Context: an optimization exercise on an open-source flow, tuned for small area, a short achievable clock period and few clock cycles per item. The choices shown serve that exercise and are no tape-out recipe.
Function was checked by simulation only, so behaviour that the tests miss may differ from the original.

==> inputs of run F <==
Design fir, start of the top module:
module fir(
  clock,
  reset,
  calculate,
  data_in,
  data_out,
  data_good
);
  input clock;
  input reset;
  input calculate;
  input [9:0] data_in;
  output [9:0] data_out;
  output data_good;
  reg [6:0] clr_cnt;
  reg clearing;
  assign data_good = ~clearing;
  always @(posedge clock or negedge reset) begin
    if (reset == 0) begin
      clr_cnt  <= 0;
      clearing <= 1;
    end
    else if (clearing) begin
      clr_cnt <= clr_cnt + 1;
      if (&clr_cnt) clearing <= 0;
    end
  end
  wire shift = calculate | clearing;
  reg [9:0] H0;
  reg [9:0] H1;
  reg [9:0] H2;
  reg [9:0] H3;
  reg [9:0] H4;
  reg [9:0] H5;
  reg [9:0] H6;
  reg [9:0] H7;
  reg [9:0] H8;
  reg [9:0] H9;
  reg [9:0] H10;
  reg [9:0] H11;
  reg [9:0] H12;
  reg [9:0] H13;
  reg [9:0] H14;
  reg [9:0] H15;
  reg [9:0] H16;
  reg [9:0] H17;
  reg [9:0] H18;
  reg [9:0] H19;
  reg [9:0] H20;
  reg [9:0] H21;
  reg [9:0] H22;
  reg [9:0] H23;
  reg [9:0] H24;
  reg [9:0] H25;
  reg [9:0] H26;
  reg [9:0] H27;
  reg [9:0] H28;
  reg [9:0] H29;
  reg [9:0] H30;
  reg [9:0] H31;
  reg [9:0] H32;
  reg [9:0] H33;
  reg [9:0] H34;
  reg [9:0] H35;
  reg [9:0] H36;
  reg [9:0] H37;
  reg [9:0] H38;
  reg [9:0] H39;
  reg [9:0] H40;
  reg [9:0] H41;
  reg [9:0] H42;
  reg [9:0] H43;
  reg [9:0] H44;
  reg [9:0] H45;
  reg [9:0] H46;
  reg [9:0] H47;
  reg [9:0] H48;
  reg [9:0] H49;
  reg [9:0] H50;
  reg [9:0] H51;
  reg [9:0] H52;
  reg [9:0] H53;
  ...
==> flow/config.mk <==
export PLATFORM = sky130hd
export DESIGN_NAME = fir
export DESIGN_NICKNAME = fir
export VERILOG_FILES = /design/flow/design.v
export SDC_FILE = /design/flow/constraint.sdc
export NUM_CORES = 4
export LEC_CHECK = 0
export ABC_CLOCK_PERIOD_IN_PS = 2000
export CAP_MARGIN = 20
export CORE_MARGIN = 2
export CORE_UTILIZATION = 65
export CTS_CLUSTER_DIAMETER = 100
export CTS_CLUSTER_SIZE = 24
export SLEW_MARGIN = 20
export SYNTH_HIERARCHICAL = 1
==> flow/constraint.sdc <==
create_clock -name core_clock -period 13.0 [get_ports {clock}]
set_input_delay 2.6000 -clock core_clock [delete_from_list [all_inputs] [get_ports {clock}]]
set_output_delay 2.6000 -clock core_clock [all_outputs]
set_load 0.01 [all_outputs]
standard.sh (not shown) runs the stock make flow with config.mk's settings and CLKGATE_MAP_FILE= SYNTH_SCRIPT=/design/flow/synth_recipe.tcl, a recipe that flattens the netlist after the stock synthesis.
==> flow/flow/run.sh <==
#!/bin/bash
set -euo pipefail
MARGIN=$(cat flow/margin.txt)
TNS=$(cat flow/tns.txt)
# synthesis exactly as standard.sh does it
bash standard.sh synth > synth.log 2>&1
# the remaining steps: the same make command with the repair target added
sed -e "s|CLKGATE_MAP_FILE= |CLKGATE_MAP_FILE= SETUP_SLACK_MARGIN=$MARGIN TNS_END_PERCENT=$TNS 'BUFFER_PORTS_ARGS=-buffer_cell sky130_fd_sc_hd__buf_4' |" \
    standard.sh > flow_layout.sh
bash flow_layout.sh finish > layout.log 2>&1
test -f out/final.def
==> flow/flow/margin.txt <==
8.2
==> flow/flow/tns.txt <==
100
==> run R: changes against run F <==
==> flow/flow/tns.txt (replaced) <==
20
==> run B: changes against run F <==
==> flow/flow/margin.txt (replaced) <==
8.1
==> comparison table <==
|  | run R | run F | run B |
|---|---|---|---|
| Number of stages on the worst setup path | 9 | 13 | 9 |
| Fraction of the core area covered by cells at the end of the flow | 69.3% | 70.7% | 69.8% |
| Run status | complete, no violations | complete, no violations | complete, no violations |
| Proportion of cell area spent on the clock network | 2.12% | 1.84% | 1.89% |
| Instance area after placement | 0.0718 mm² | 0.0719 mm² | 0.0719 mm² |
| First-pass DRT Iterations | 5 | 7 | 5 |
| Detailed-route vias per instance | 6.01 | 5.93 | 5.99 |
| Detailed route wirelength on metal2 | 79500 µm | 79300 µm | 79400 µm |
| Multi-input gate area | 0.0399 mm² | 0.0403 mm² | 0.0400 mm² |
| Count of clock-net buffers in the final layout | 61 | 59 | 55 |
| Design Area, Final | 0.0739 mm² | 0.0755 mm² | 0.0745 mm² |
| Latest clock arrival within the worst-skew pair | 690 ps | 710 ps | 700 ps |
| Critical Path Start | H14[4] | H0[5] | H64[3] |
| Clock skew after layout | 25.6 ps | 38.7 ps | 49.4 ps |
| Post-cts resize count | 3 | 32 | 10 |
| Slew @ Worst Pin | 1190 ps | 1110 ps | 1030 ps |
| Hold EP | H17[1] | H17[1] | H17[6] |
| Seq/total area | 38.5% | 37.7% | 38.2% |
| Register-to-register setup slack | 8000 ps | 8220 ps | 8120 ps |
| Total of fill cells in the finished design | 6693 | 6574 | 6656 |
| Total clock buffers created by CTS | 50 | 48 | 48 |
Testbench counts of run F, summed over its fixed seeds: cycles 4,000, items 4,000.
Testbench counts of run R, summed over its fixed seeds: cycles 4,000, items 4,000.
Testbench counts of run B, summed over its fixed seeds: cycles 4,000, items 4,000.

==> run Y: inputs <==
Another version of the RTL of fir (not shown whole).
Settings: LEC_CHECK=0, ABC_CLOCK_PERIOD_IN_PS=2000, CAP_MARGIN=20, CORE_MARGIN=2, CORE_UTILIZATION=65, CTS_CLUSTER_DIAMETER=100, CTS_CLUSTER_SIZE=24, SLEW_MARGIN=20, SYNTH_HIERARCHICAL=1; clock period 13.0 ns.
==> flow/flow/margin.txt <==
8.2
==> flow/flow/tns.txt <==
100
Scripts as last shown in full above: flow/flow/run.sh
==> run H (differences from run Y) <==
ABC_CLOCK_PERIOD_IN_PS = 4000   (was 2000)
==> run summary <==
CTS Buf Count: 53
Mapped Cells: 3726
Compound-gate portion of the synthesized area: 0.716%
Share of layout cells above drive strength 1: 4.41%
Status: complete, no violations
[end of results for run H]
==> run summary <==
Mapped Cells: 3726
Fraction of area in multi-input gates: 53.2%
Share of layout cells above drive strength 1: 4.41%
Routed WL: 161000 um
CTS Buf Count: 53
CP Data Arrival Time: 5.18 ns
Status: complete, no violations
DRT Pass-1 Iters: 5
[end of results for run Y]
Testbench counts of run Y, summed over its fixed seeds: cycles 4,000, items 4,000.
Testbench counts of run H, summed over its fixed seeds: cycles 4,000, items 4,000.

==> harbor: inputs <==
fir again, from the RTL that the note above started with.
clock: 13.0 ns
lec_check: 0
abc_clock_period_in_ps: 1000
cap_margin: 20
core_margin: 2
core_utilization: 65
cts_cluster_diameter: 100
cts_cluster_size: 24
slew_margin: 20
synth_hierarchical: 1
Scripts as last shown in full above: flow/flow/run.sh, flow/flow/margin.txt, flow/flow/tns.txt
==> inputs of pepper, as changes to harbor <==
Settings changed: ABC_CLOCK_PERIOD_IN_PS 1000 to 2000, CORE_UTILIZATION 65 to 75.
==> run summary <==
- Between harbor and pepper, the lower final area is in pepper (gap about 0.36%, measured against pepper).
- In area after synthesis, pepper and harbor do not differ.
- Of pepper and harbor, harbor has the higher worst setup slack (gap 0.039 ns).
- Against harbor, the utilization of pepper is higher by 10 points.
- Clock skew: harbor is lower than pepper (0.0084 ns).
- Between pepper and harbor, the lower clock-buffer cell count is in pepper (gap 1).
- In worst hold slack, harbor and pepper hardly differ.
- Of pepper and harbor, harbor has the higher final cell count (gap 4.1%, measured against harbor).
Testbench counts of harbor, summed over its fixed seeds: cycles 4,000, items 4,000.
Testbench counts of pepper, summed over its fixed seeds: cycles 4,000, items 4,000.

==> inputs of 07-18 <==
fir again, from the RTL that the note above started with.
clock: 13.0 ns
lec_check: 0
abc_clock_period_in_ps: 2000
cap_margin: 20
core_margin: 2
core_utilization: 65
cts_cluster_diameter: 100
cts_cluster_size: 24
place_density: 0.75
slew_margin: 20
synth_hierarchical: 1
Scripts as last shown in full above: flow/flow/run.sh, flow/flow/margin.txt, flow/flow/tns.txt
==> 06-28: changes against 07-18 <==
- CORE_UTILIZATION: 65 -> 75
- CTS_CLUSTER_DIAMETER: 100 -> not set
- CTS_CLUSTER_SIZE: 24 -> not set
- PLACE_DENSITY: 0.75 -> not set
==> 11-02: changes against 07-18 <==
- CTS_CLUSTER_DIAMETER: 100 -> not set
- CTS_CLUSTER_SIZE: 24 -> not set
- PLACE_DENSITY: 0.75 -> not set
==> 06-26: changes against 07-18 <==
==> flow/flow/margin.txt (replaced) <==
8.3
- PLACE_DENSITY: 0.75 -> not set
==> summary of the runs <==
11-02 completed without violations. 06-28 finished with timing, DRC and antenna clean. 07-18 finished clean. 06-26 finished clean. The lowest via count belongs to 07-18, the highest to 06-28. Die area is the same in 06-26 and 07-18. In 11-02 the setup slack is worse than in 07-18, by 0.015 ns. Synthesized cell count is the same in 06-26 and 06-28. Clock-buffer cell count: 11-02 > 06-28 > 06-26 > 07-18. Of 11-02 and 06-28, 06-28 has the higher non-clock buffer count (gap 6).
==> figures <==
| item | 11-02 | 07-18 | 06-26 | 06-28 |
|---|---|---|---|---|
| Reg2Reg Capture Point | C15$_DFFE_PP_ | Y1[6]$_DFFE_PP_ | C15$_DFFE_PP_ | Y1[6]$_DFFE_PP_ |
| Met2 Resource Use GR | 47.5% | 46.3% | 48.1% | 57.0% |
| Unrepaired setup endpoints after global routing | false | true | true | true |
| Fill cell total of the finished layout | 6979 | 7167 | 7222 | 4662 |
| Fraction of area in registers | 38.7% | 39.9% | 39.9% | 38.9% |
| Total core area | 113000 um^2 | 113000 um^2 | 113000 um^2 | 98300 um^2 |
| Run status | timing/DRC/antenna clean | timing/DRC/antenna clean | timing/DRC/antenna clean | timing/DRC/antenna clean |
| Share of final-layout standard cells stronger than drive strength 1 | 7.08% | 4.16% | 4.51% | 6.85% |
| Part of the cycle the worst path needs | 36.7% | 36.6% | 36.7% | 36.7% |
| Initial standard-cell utilization of the core | 65.7% | 65.7% | 65.7% | 75.5% |
| Pre-CTS setup slack | 7.23 ns | 7.16 ns | 7.11 ns | 6.72 ns |
| Horizontal die dimension | 342 um | 342 um | 342 um | 319 um |
| All-Layer GR Usage | 30.3% | 29.4% | 30.1% | 35.8% |
| GR Layer Usage met3 | 5.19% | 7.11% | 5.32% | 7.21% |
Testbench counts of 07-18, summed over its fixed seeds: cycles 4,000, items 4,000.
Testbench counts of 06-28, summed over its fixed seeds: cycles 4,000, items 4,000.
Testbench counts of 11-02, summed over its fixed seeds: cycles 4,000, items 4,000.
Testbench counts of 06-26, summed over its fixed seeds: cycles 4,000, items 4,000.

port drivers added, routing unchanged:
In the flow no input, the clock included, has a driving cell. The finished layouts below were timed again as built, in two steps.
Step 1, drivers: a clkbuf_16 drives clock and a buf_2 each remaining input, both assumed.
Step 2 also shifts input and output timing later by t, the mid clock arrival at the registers, as if the neighbouring blocks saw the same clock.
Slacks: no drivers / after step 1 / after step 2; pairs: no drivers / after step 1.
run | t (ns) | setup slack, ns | worst setup path after step 2 | pins driven straight from the clock port
run F | 0.752 | 8.223 / 8.223 / 7.489 | input to register | 1
run R | 0.760 | 8.001 / 8.001 / 7.406 | input to register | 1
run B | 0.744 | 8.121 / 8.121 / 7.435 | input to register | 1
run Y | 0.758 | 8.246 / 8.245 / 7.487 | input to register | 1
run H | 0.758 | 8.246 / 8.245 / 7.487 | input to register | 1
harbor | 0.758 | 8.246 / 8.245 / 7.487 | input to register | 1
pepper | 0.756 | 8.207 / 8.214 / 7.458 | input to register | 1
07-18 | 0.752 | 8.243 / 8.246 / 7.494 | input to register | 1
06-28 | 0.771 | 8.227 / 8.237 / 7.466 | input to register | 1
11-02 | 0.767 | 8.227 / 8.272 / 7.505 | input to register | 1
06-26 | 0.754 | 8.232 / 8.236 / 7.481 | input to register | 1
After both steps every run listed still meets setup and hold. The setup slack of 06-28, which loses most, moves by +0.010 ns with the drivers and by -0.761 ns with both steps.
